This is an optimization exercise on Yosys and OpenROAD, whose aim is small area, a short achievable clock period and few clock cycles, not a production implementation. In this exercise RTL edits were held to simulation tests only and were not proved equivalent to the original. Power is estimated from default activity; no workload was simulated.

===== run.sh =====
#!/bin/bash
# synth_recipe.tcl (not shown) runs the flow's synth.tcl, then flattens the netlist and writes it again
# the make line also repeats each setting of config.mk as NAME=value (left out here)
make -C /OpenROAD-flow-scripts/flow DESIGN_CONFIG=/design/flow/config.mk WORK_HOME=/design/flow/orfs CLKGATE_MAP_FILE= SYNTH_SCRIPT=/design/flow/synth_recipe.tcl finish

===== config.mk =====
export PLATFORM = sky130hd
export DESIGN_NAME = JAM
export DESIGN_NICKNAME = JAM
export VERILOG_FILES = /design/flow/design.v
export SDC_FILE = /design/flow/constraint.sdc
export NUM_CORES = 4
export LEC_CHECK = 0
export CAP_MARGIN = 20
export CORE_MARGIN = 2
export CORE_UTILIZATION = 40
export SLEW_MARGIN = 20

===== constraint.sdc =====
create_clock -name core_clock -period 10.0 [get_ports {CLK}]
set_input_delay 2.0000 -clock core_clock [delete_from_list [all_inputs] [get_ports {CLK}]]
set_output_delay 2.0000 -clock core_clock [all_outputs]
set_load 0.01 [all_outputs]

===== design.v =====
module JAM (
	input				CLK,
	input				RST,
	output	reg	[2:0]	W,
	output	reg	[2:0]	J,
	input		[6:0]	Cost,
	output	reg	[3:0]	MatchCount,
	output		[9:0]	MinCost,
	output	reg			Valid
);
localparam	P_INIT	= 2'd0;
localparam	P_EVAL	= 2'd1;
localparam	P_POP	= 2'd2;
localparam	P_FIN	= 2'd3;
reg [1:0]	phase;
reg [6:0]	u [0:7];		 
reg [9:0]	base;			 
reg [9:0]	S;				 
reg [9:0]	P;				 
reg [6:0]	rstk [0:6];		 
reg [2:0]	jstk [0:6];		 
reg [7:0]	mask;			 
reg [6:0]	m;				 
reg [6:0]	gm;				 
reg [2:0]	ga;				 
assign MinCost = base;
function [3:0] next_free;
	input [7:0] b;
	input [3:0] a;
	integer k;
	begin
		next_free = 4'd8;
		for (k = 7; k >= 0; k = k - 1)
			if (!b[k] && (a == 4'd8 || k > a)) next_free = k;
	end
endfunction
wire [6:0]	m_new  = (J == 3'd0 || Cost < m) ? Cost : m;
wire		g_take = !mask[J] && Cost <= gm;
wire [6:0]	gm_new = g_take ? Cost : gm;
wire [2:0]	ga_new = g_take ? J : ga;
wire [6:0]	R      = Cost - u[W];
wire [9:0]	c      = P + R;
wire		fit    = c <= S;
wire		leaf   = W == 3'd7;
wire [7:0]	mask_d = mask | (8'd1 << J);
wire [3:0]	n_desc = next_free(mask_d, 4'd8);
wire [3:0]	n_same = next_free(mask, {1'b0, J});
wire [2:0]	jp     = jstk[W - 3'd1];
wire [7:0]	mask_p = mask & ~(8'd1 << jp);
wire [3:0]	n_up   = next_free(mask_p, {1'b0, jp});
wire [9:0]	P_up   = P - rstk[W - 3'd1];
integer i;
always @(posedge CLK) begin
	if (RST) begin
		phase		<= P_INIT;
		W			<= 3'd0;
		J			<= 3'd0;
		mask		<= 8'd0;
		base		<= 10'd0;
		S			<= 10'd0;
		P			<= 10'd0;
		MatchCount	<= 4'd0;
		Valid		<= 1'b0;
		gm			<= 7'd127;
	end else begin
		case (phase)
		P_INIT: begin
			m	<= m_new;
			J	<= J + 3'd1;
			if (J == 3'd7) begin
				u[W]	<= m_new;
				base	<= base + m_new;
				S		<= S + (gm_new - m_new);
				mask	<= mask | (8'd1 << ga_new);
				gm		<= 7'd127;
				W		<= W + 3'd1;
				if (W == 3'd7) begin
					phase	<= P_EVAL;
					mask	<= 8'd0;
				end
			end else begin
				gm	<= gm_new;
				ga	<= ga_new;
			end
		end
		P_EVAL: begin
			if (leaf) begin
				if (c < S) begin
					S			<= c;
					MatchCount	<= 4'd1;
				end else if (c == S)
					MatchCount	<= MatchCount + 4'd1;
			end
			if (!leaf && fit) begin
				jstk[W]	<= J;
				rstk[W]	<= R;
				P		<= c;
				mask	<= mask_d;
				W		<= W + 3'd1;
				J		<= n_desc[2:0];
			end else if (!n_same[3]) begin
				J		<= n_same[2:0];
			end else if (W == 3'd0) begin
				phase	<= P_FIN;
			end else begin
				P		<= P_up;
				mask	<= mask_p;
				W		<= W - 3'd1;
				if (!n_up[3])
					J	<= n_up[2:0];
				else
					phase	<= P_POP;
			end
		end
		P_POP: begin
			if (W == 3'd0) begin
				phase	<= P_FIN;
			end else begin
				P		<= P_up;
				mask	<= mask_p;
				W		<= W - 3'd1;
				if (!n_up[3]) begin
					J		<= n_up[2:0];
					phase	<= P_EVAL;
				end
			end
		end
		P_FIN: begin
			if (!Valid) base <= base + S;
			Valid	<= 1'b1;
		end
		endcase
	end
end
endmodule

==> results.json, run 1 <==
{
  "p_comb_share_pct": 17.9,
  "cp.arrival_ns": 8.33,
  "totalWireLength_um": 27700,
  "grt_pass1_vias": 8049,
  "status": "timing/DRC/antenna clean",
  "n_antenna_cell": 0,
  "ys_types": 72,
  "path_clk_slew_ns": 0.07,
  "fillCellCount": 2679,
  "drt_iter0_markers": 528,
  "p_clk_share_pct": 37.1,
  "switching_share_pct": 29.6,
  "synth_top_area_share_pct": 35.1,
  "ys_seq_area_share_pct": 45.7,
  "ios": 30,
  "cts_hold_buffers": 0,
  "ant_nets": 0,
  "vias_per_cell": 5.50,
  "max_slew_margin_pct": 27.4,
  "fmax_ghz": 0.121,
  "via_count": 8154,
  "synth_edf_count": 136,
  "fin_skew_ns": 0.0151,
  "post_cts_buffers": 0,
  "cts.sinks": 197,
  "synth_warnings": 1,
  "synth_area_um2": 11600,
  "internal_power_mw": 1.41,
  "start_kind": "input pin",
  "std_cell_rows": 62,
  "dp_hpwl_um": 19900,
  "cellLeakagePower_nw": 4.66,
  "finalCriticalPeriod_ns": 8.27,
  "portBuffers": 29,
  "root_buffer": "clkbuf_16",
  "numCtsBuffers": 17,
  "insertion_delay_ns": 0.44,
  "syn-num-nets": 1171,
  "async_reset_ff_share_pct": 0,
  "grt_util_all_layers_pct": 18.6,
  "synth_area_leaders": "edfxtp_1 (35%), dfxtp_1 (11%), ha_1 (9.0%)",
  "end_kind": "flip-flop",
  "p_sw_uw": 593,
  "seqPwrFrac_pct": 45.0,
  "yosysMostFrequentCell": "edfxtp_1",
  "endpoint": "rstk[6][0]",
  "yosys-top-cells-count": "edfxtp_1 (136), nor2_1 (97), ha_1 (84)",
  "p_per_area_nw_per_um2": 154,
  "gr-total-overflow": 0,
  "tightestPinTransition_ns": 1.09,
  "die_x_um": 174,
  "worst_slack_ns": 1.73,
  "worst-path-max-fanout": 13,
  "cts_resized": 0,
  "core-area_um2": 28600,
  "synth.ff_latch_count": 197,
  "clockBufferDepth": 2,
  "yosysTopAreaCell": "edfxtp_1",
  "timing.final.crit_share_pct": 82.7,
  "cts_tree": "done",
  "final_cells": 1483,
  "nNetsFinal": 1185,
  "grt_pass1_wl_um": 44300,
  "ff_latch_area_um2": 5310,
  "hold_viol": 0,
  "max_cap_viol_count": 0,
  "post-place-ws_ns": 1.25,
  "design.die.area_um2": 30400,
  "antenna_found_initial": 0,
  "timing.rr.end": "rstk[6][0]",
  "syn_inst": 1072,
  "syn_area_per_cell_um2": 10.8,
  "drc": 0,
  "multiInputGateArea_um2": 5850,
  "reg2reg_depth": 22,
  "fp.dieH_um": 174,
  "fin_setup_tns_ns": 0,
  "gp_congestion": 0.867,
  "grt_max_degree": 63,
  "crit_type": "input pin to flip-flop",
  "cp-startpoint": "Cost[0]",
  "htree_num_levels": 4,
  "hp-class": "flip-flop to flip-flop",
  "wl_per_cell_um": 18.7,
  "drv_slew": 0,
  "syn2layout_area_growth_pct": 11.5,
  "drive_gt1_share_pct": 11.5,
  "setup_violations": 0,
  "ir_worst_vdd_uv": 100,
  "first_pass_iters": 4,
  "initial_core_util_pct": 40.6,
  "rsz0062_at_grt": "no",
  "synth_ff_type": "edfxtp_1",
  "post-place-cells": 1450,
  "cp.required_ns": 10.06,
  "r2r_setup_slack_ns": 2.05
}
==> power by group through the flow <==
stage	registers (mW)	logic [mW]	clock network [mW]
2_1_floorplan	0.920	0.267	0
3_3_place_gp	0.920	0.352	0
3_5_place_dp	0.920	0.357	0
4_1_cts	0.901	0.359	0.752
5_1_grt	0.903	0.401	0.784
6_report	0.901	0.357	0.742
==> stage by stage <==
| stage | util, % | power, mW | cell area (µm²) | hold slack [ns] |
|---|---|---|---|---|
| after detailed placement | 43.0 | 1.28 | 12300 | 0.492 |
| after floorplan | - | 1.19 | 11600 | 0.471 |
| final | 45.2 | 2.00 | 13000 | 0.503 |
| after CTS | 45.2 | 2.01 | 12900 | 0.509 |
| after global routing | 45.2 | 2.09 | 13000 | 0.520 |
| after global placement | 43.0 | 1.27 | 12300 | 0.483 |
==> per-layer routing <==
layer | GRT usage (%) | share of wire (%) | vias up
met5 | 0 | 0 | -
met4 | 4.87 | 1.4 | 0
met3 | 2.87 | 3.8 | 32
met2 | 30.8 | 48 | 174
met1 | 25.6 | 46 | 3932
li1 | - | - | 4016
==> cell usage in the layout, fill, tap and decap left out, drive strengths merged, types with 6 or more instances in the layout <==
cell type / count
nand2b: 20
o211ai: 15
xnor2: 28
xor2: 11
buf: 21
mux2: 36
o21bai: 13
clkdlybuf4s50: 28
mux2i: 35
nand3: 16
o21a: 8
clkinv: 6
nor4: 8
dfxtp: 61
clkbuf: 17
a21o: 17
a31oi: 7
fa: 6
a21oi: 83
o22ai: 14
o21ai: 46
a211oi: 27
nor3: 27
edfxtp: 136
ha: 84
nor2b: 21
nor2: 97
mux4: 24
inv: 71
a221oi: 6
nand2: 48
==> critical path, stage by stage <==
cell	delay, ns
clkdlybuf4s50_1	0.46
inv_1	0.10
ha_1	0.15
inv_1	0.06
fa_1	0.39
a21o_1	0.20
a21oi_1	0.26
o21bai_1	0.10
a21oi_1	0.18
xnor2_1	0.26
ha_1	0.32
o41ai_1	0.87
nor2_1	0.15
xor2_1	0.20
ha_1	0.31
nand4_1	0.15
o21bai_1	0.14
a21oi_1	0.09
o31a_1	0.49
nor3b_1	0.42
nand2_1	0.18
nor2_1	0.85
==> flip-flops by register name (all words and copies together), names as in the netlist, 8 cells and up, named ones only <==
register and cells:
base 10, P 10, S 10, u 56, rstk 49, mask 8, jstk 21
==> cells by family (layout without fill, tap and decap cells) <==
kind of cell / after synthesis / after routing / share of synthesized area, %
AOI/OAI and AO/OA: 273 / 273 / 15.3
xor gates and xnor gates: 39 / 39 / 3.00
adders and majority gates: 90 / 90 / 10.1
buffers and inverters: 118 / 145 / 4.06
DFF: 197 / 197 / 45.7
muxes: 95 / 95 / 11.3
and+or+nand+nor: 260 / 260 / 10.6
==> final cells by class <==
type	count	share of cell area [%]
sequential	197	41.0
inverter	64	1.85
timing repair buffer	49	3.36
clock buffer	17	3.28
tap	384	3.71
clock inverter	15	1.65
multi-input combinational	757	45.2
==> how the worst min path moves through the flow <==
stage                    end  slack (ns)  depth (start not counted)     startpoint
2_1_floorplan           P[2]        0.47                          2           P[2]
3_3_place_gp   MatchCount[3]        0.48                          2  MatchCount[3]
3_5_place_dp           gm[4]        0.49                          2          gm[4]
4_1_cts                Valid        0.51                          2          Valid
5_1_grt                Valid        0.52                          2          Valid
6_report               Valid        0.50                          2          Valid
Testbench counts, summed over its fixed seeds: cycles 51,223.
==> run 2, diff against run 1 <==
--- a/config.mk
+++ b/config.mk
@@ -10,2 +10,3 @@
 export CORE_UTILIZATION = 40
+export SETUP_SLACK_MARGIN = 4
 export SLEW_MARGIN = 20
==> results.json, run 2 <==
{
  "std_cell_rows": 62,
  "vias_per_cell": 5.65,
  "start_kind": "input pin",
  "root_buffer": "clkbuf_16",
  "hold_ws_ns": 0.498,
  "synth_area_leaders": "edfxtp_1 (35%), dfxtp_1 (11%), ha_1 (9.0%)",
  "grt_util_all_layers_pct": 19.8,
  "max_slew_margin_pct": 35.0,
  "post-place-ws_ns": 2.12,
  "cp_top_family": "compound AO/OA/AOI/OAI gates",
  "fin_setup_tns_ns": 0,
  "antenna_found_initial": 1,
  "fin_skew_ns": 0.0141,
  "final_cells": 1537,
  "crit_slowest_cell": "o31a_4",
  "drv_slew": 0,
  "via_count": 8680,
  "path_clk_slew_ns": 0.08,
  "p_per_area_nw_per_um2": 144,
  "drc": 0,
  "ys_types": 72,
  "crit_type": "input pin to flip-flop",
  "setup_violations": 0,
  "layout_commonest_cell": "edfxtp_1",
  "timing.final.crit_share_pct": 63.7,
  "max_cap_viol_count": 0,
  "grt_pass1_wl_um": 46700,
  "yosys-top-cells-count": "edfxtp_1 (136), nor2_1 (97), ha_1 (84)",
  "fillCellCount": 2571,
  "syn_area_per_cell_um2": 10.8,
  "hp-class": "flip-flop to flip-flop",
  "drt_iter0_markers": 821,
  "rsz0062_at_grt": "yes",
  "largest_register_ffs": 56,
  "status": "timing/DRC/antenna clean",
  "yosysMostFrequentCell": "edfxtp_1",
  "core-area_um2": 28600,
  "fp.dieH_um": 174,
  "first_pass_iters": 6,
  "worst_slack_ns": 3.63,
  "largest_register": "u",
  "async_reset_ff_share_pct": 0,
  "cp_num_buf_inv": 5,
  "syn_inst": 1072,
  "n_antenna_cell": 0,
  "synth_top_area_share_pct": 35.1,
  "ys_seq_area_share_pct": 45.7,
  "drive_gt1_share_pct": 23.6,
  "ir_worst_vdd_uv": 93.9,
  "end_kind": "flip-flop",
  "cts_tree": "done",
  "gr-total-overflow": 0,
  "tightestPinTransition_ns": 0.975,
  "mostFrequentLayoutCells": "edfxtp_1 (136), nor2_1 (86), ha_1 (73), a21oi_1 (68), inv_1 (60)",
  "insertion_delay_ns": 0.45,
  "initial_core_util_pct": 40.6,
  "synth.ff_latch_count": 197,
  "cellLeakagePower_nw": 5.09,
  "synth_ff_type": "edfxtp_1",
  "syn-num-nets": 1171,
  "fmax_ghz": 0.157,
  "design.die.area_um2": 30400,
  "cts.sinks": 197,
  "ant_nets": 0,
  "hold_viol": 0,
  "synth_edf_count": 136,
  "clockBufferDepth": 2,
  "cp.required_ns": 10.16,
  "grt_pass1_vias": 8305,
  "die_x_um": 174,
  "ios": 30,
  "finalCriticalPeriod_ns": 6.37,
  "post-place-cells": 1440,
  "cp.arrival_ns": 6.53,
  "nNetsFinal": 1239,
  "grt_max_degree": 62,
  "synth_area_um2": 11600,
  "htree_num_levels": 4,
  "gp_congestion": 0.844,
  "critPathMaxStageDelay_ns": 0.41,
  "numCtsBuffers": 17,
  "largest_registers": "u (56), rstk (49), jstk (21)",
  "yosysTopAreaCell": "edfxtp_1",
  "totalWireLength_um": 30300,
  "worst-path-max-fanout": 7,
  "syn2layout_area_growth_pct": 21.7,
  "dp_hpwl_um": 20400,
  "synth_warnings": 1,
  "portBuffers": 29,
  "wl_per_cell_um": 19.7
}
==> run 2: per-layer routing <==
metal / up-vias / track usage [%] / part of all wire [%]
met5: - / 0 / 0
met4: 0 / 6.93 / 2.1
met3: 48 / 2.52 / 4.8
met2: 257 / 32.3 / 48
met1: 4239 / 27.3 / 45
li1: 4136 / - / -
==> run 2: timing repair <==
item / in CTS / in global routing
gates resized for setup: 84 / 57
setup endpoints to repair: 117 / 115
hold buffers: 0 / 0
setup buffers: 38 / 25
pin swaps: 42 / 46
gates cloned: 2 / 0
==> run 2: layout make-up <==
cell class / instances / area (µm²) / share of cell area [%]
clock inverter: 14 / 148 / 1.04
multi-input combinational: 758 / 6540 / 46.3
timing repair buffer: 102 / 973 / 6.89
clock buffer: 18 / 429 / 3.04
inverter: 64 / 255 / 1.81
tap: 384 / 480 / 3.40
sequential: 197 / 5310 / 37.6
==> run 2: logic make-up (layout without fill, tap and decap cells) <==
family	count (synthesis)	count (layout)	share of synthesized area, %
DFF	197	197	45.7
muxes	95	95	11.3
and+or+nand+nor	260	261	10.6
AOI/OAI and AO/OA	273	273	15.3
buffers and inverters	118	198	4.06
adders and majority gates	90	90	10.1
xor gates and xnor gates	39	39	3.00
==> run 2: per-stage QoR <==
stage               power [mW]  area [µm²]  utilization (%)
global route              2.12       14100             49.4
global placement          1.28       12400             43.4
floorplan                 1.20       11800                -
CTS                       2.01       13600             47.7
finish                    2.04       14100             49.4
detailed placement        1.29       12400             43.4
==> run 2: worst min-delay path, delay by kind of cell, from the launching register on <==
family	cells	cell delay (ns)
flip-flops	1	0.32
AO/OA/AOI/OAI	2	0.13
==> run 2: report_power, final <==
group          total [mW]  switching, mW  leakage, nW  internal, mW
Clock               0.689          0.353        0.282         0.336
Sequential          0.904         0.0121         1.72         0.892
Combinational       0.442          0.250         3.08         0.192
Total                2.04          0.615         5.09          1.42
==> run 2: final timing paths <==
check	startpoint	endpoint	slack, ns	cells past startpoint
max	Cost[0]	rstk[0][0]	3.63	26
min	MatchCount[3]	MatchCount[3]	0.50	2
max reg2reg	flip-flop	rstk[0][0]	3.85	23
min reg2reg	MatchCount[3]	MatchCount[3]	0.50	2
==> run 3, diff against run 2 <==
--- a/config.mk
+++ b/config.mk
@@ -7,2 +7,3 @@
 export LEC_CHECK = 0
+export ABC_CLOCK_PERIOD_IN_PS = 4000
 export CAP_MARGIN = 20
==> results.json, run 3 <==
{
  "status": "timing/DRC/antenna clean",
  "largest_registers": "u (56), rstk (49), jstk (21)",
  "cp.required_ns": 10.16,
  "synth.ff_latch_count": 197,
  "syn-num-nets": 1171,
  "design.die.area_um2": 30400,
  "timing.final.crit_share_pct": 63.7,
  "grt_max_degree": 62,
  "synth_area_um2": 11600,
  "hold_viol": 0,
  "cp.arrival_ns": 6.53,
  "drc": 0,
  "p_comb_share_pct": 21.7,
  "numCtsBuffers": 17,
  "hp-class": "flip-flop to flip-flop",
  "fp.dieH_um": 174,
  "cts.sinks": 197,
  "async_reset_ff_share_pct": 0,
  "gr-total-overflow": 0,
  "synth_area_leaders": "edfxtp_1 (35%), dfxtp_1 (11%), ha_1 (9.0%)",
  "drv_slew": 0,
  "nNetsFinal": 1239,
  "syn_inst": 1072,
  "total_power_mw": 2.04,
  "synth_top_area_share_pct": 35.1,
  "holdPathStages": 2,
  "cts_tree": "done",
  "finalCriticalPeriod_ns": 6.37,
  "largest_register": "u",
  "max_slew_margin_pct": 35.0,
  "crit_slowest_cell": "o31a_4",
  "synth_ff_type": "edfxtp_1",
  "grt_util_all_layers_pct": 19.8,
  "crit_type": "input pin to flip-flop",
  "core-area_um2": 28600,
  "worst-path-max-fanout": 7,
  "yosysMostFrequentCell": "edfxtp_1",
  "p_clk_share_pct": 33.9,
  "synth_edf_count": 136,
  "seqPwrFrac_pct": 44.4,
  "antenna_found_initial": 1,
  "insertion_delay_ns": 0.45,
  "htree_num_levels": 4,
  "setup_violations": 0,
  "vias_per_cell": 5.65,
  "ios": 30,
  "mostFrequentLayoutCells": "edfxtp_1 (136), nor2_1 (86), ha_1 (73), a21oi_1 (68), inv_1 (60)",
  "grt_pass1_wl_um": 46700,
  "max_cap_viol_count": 0,
  "grt_pass1_vias": 8305,
  "ys_types": 72,
  "ant_nets": 0,
  "fmax_ghz": 0.157,
  "largest_register_ffs": 56,
  "end_kind": "flip-flop",
  "drive_gt1_share_pct": 23.6,
  "initial_core_util_pct": 40.6,
  "yosys-top-cells-count": "edfxtp_1 (136), nor2_1 (97), ha_1 (84)",
  "syn2layout_area_growth_pct": 21.7,
  "start_kind": "input pin",
  "first_pass_iters": 6,
  "critPathMaxStageDelay_ns": 0.41,
  "tightestPinTransition_ns": 0.975,
  "yosysTopAreaCell": "edfxtp_1",
  "ys_seq_area_share_pct": 45.7,
  "ir_worst_vdd_uv": 93.9,
  "wl_per_cell_um": 19.7,
  "p_sw_uw": 615,
  "dp_hpwl_um": 20400,
  "drt_iter0_markers": 821,
  "clockBufferDepth": 2,
  "synth_warnings": 1,
  "switching_share_pct": 30.2,
  "via_count": 8680,
  "layout_commonest_cell": "edfxtp_1",
  "syn_area_per_cell_um2": 10.8,
  "post-place-cells": 1440,
  "std_cell_rows": 62,
  "fin_skew_ns": 0.0141,
  "reg2reg_depth": 23,
  "final_cells": 1537,
  "totalWireLength_um": 30300,
  "gp_congestion": 0.844,
  "rsz0062_at_grt": "yes",
  "p_per_area_nw_per_um2": 144,
  "n_antenna_cell": 0,
  "die_x_um": 174,
  "root_buffer": "clkbuf_16",
  "path_clk_slew_ns": 0.08,
  "cellLeakagePower_nw": 5.09,
  "fin_setup_tns_ns": 0,
  "internal_power_mw": 1.42,
  "portBuffers": 29
}
run 3: cell counts in the layout (fill, tap and decap cells not counted):
No cell type changed its count.
run 3: cells by family (layout without fill, tap and decap cells):
group           count (synthesis)  in the layout  share of synthesized area, %
compound gates                273            273                          15.3
simple gates                  260            261                          10.6
flops                         197            197                          45.7
buf+inv                       118            198                          4.06
mux                            95             95                          11.3
fa+ha+maj                      90             90                          10.1
xor+xnor                       39             39                          3.00
run 3: power groups by stage:
stage	Combinational [mW]	Clock [mW]	Sequential, mW
floorplan	0.277	0	0.920
global route	0.481	0.732	0.906
finish	0.442	0.689	0.904
CTS	0.404	0.701	0.904
global placement	0.359	0	0.923
detailed placement	0.364	0	0.923
run 3: path summary, 6_finish.rpt:
path | from | end | slack (ns)
max reg2reg | flip-flop | rstk[0][0] | 3.85
max | Cost[0] | rstk[0][0] | 3.63
min | MatchCount[3] | MatchCount[3] | 0.50
min reg2reg | MatchCount[3] | MatchCount[3] | 0.50
run 3: per-layer routing:
metal	vias up	wire, µm	share of wire (%)	GRT usage (%)
li1	4136	-	-	-
met1	4239	13600	45	27.3
met2	257	14600	48	32.3
met3	48	1440	4.8	2.52
met4	0	628	2.1	6.93
met5	-	0	0	0
run 3: worst max-delay path, delay by kind of cell:
| kind | cells | cell delay (ns) |
|---|---|---|
| compound gates | 8 | 1.58 |
| xor+xnor | 2 | 0.34 |
| buf+inv | 5 | 0.53 |
| fa+ha+maj | 4 | 1.05 |
| simple gates | 7 | 0.99 |
run 3: area by class of cell:
| class | count | area (µm²) |
|---|---|---|
| fill | 2571 | 14500 |
| multi-input combinational | 758 | 6540 |
| sequential | 197 | 5310 |
| timing repair buffer | 102 | 973 |
| tap | 384 | 480 |
| clock buffer | 18 | 429 |
| inverter | 64 | 255 |
| clock inverter | 14 | 148 |
run 3: metrics by stage:
stage	worst slack, ns	hold WS [ns]	util, %	cell area [µm²]
final	3.63	0.498	49.4	14100
after global placement	2.31	0.483	43.4	12400
after floorplan	3.66	0.471	-	11800
after global routing	3.48	0.537	49.4	14100
after detailed placement	2.12	0.489	43.4	12400
after CTS	3.66	0.501	47.7	13600
run 3: repair_timing:
action	4_1_cts	5_1_grt
setup buffers	38	25
gates resized for setup	84	57
hold buffers	0	0
endpoints found under the setup margin	117	115
hold endpoints to repair	0	0
pin swaps	42	46
gates cloned	2	0

port drivers added, routing unchanged:
No port has a modelled driver above. Below, the same layouts with a new extraction and two added sets of constraints. Step 1: set_driving_cell puts a clkbuf_16 on CLK and a buf_2 on each other input, an assumption about the parent block. Step 2 adds t to the input delays and takes it off the output delays; t is the mean of the earliest and latest rising clock arrival at the registers after step 1. Input paths then give back, and output paths get back, about the clock's delay inside the block. Three values: ideal ports, drivers, drivers and shift; two values: the first two.
| run | shift t [ns] | setup WS [ns] | cell pins on the clock port's net |
|---|---|---|---|
| run 1 | 0.487 | 1.726 / 1.756 / 1.268 | 1 |
| run 2 | 0.493 | 3.632 / 3.637 / 3.144 | 1 |
| run 3 | 0.493 | 3.632 / 3.637 / 3.144 | 1 |
After both steps every run listed still meets setup and hold.
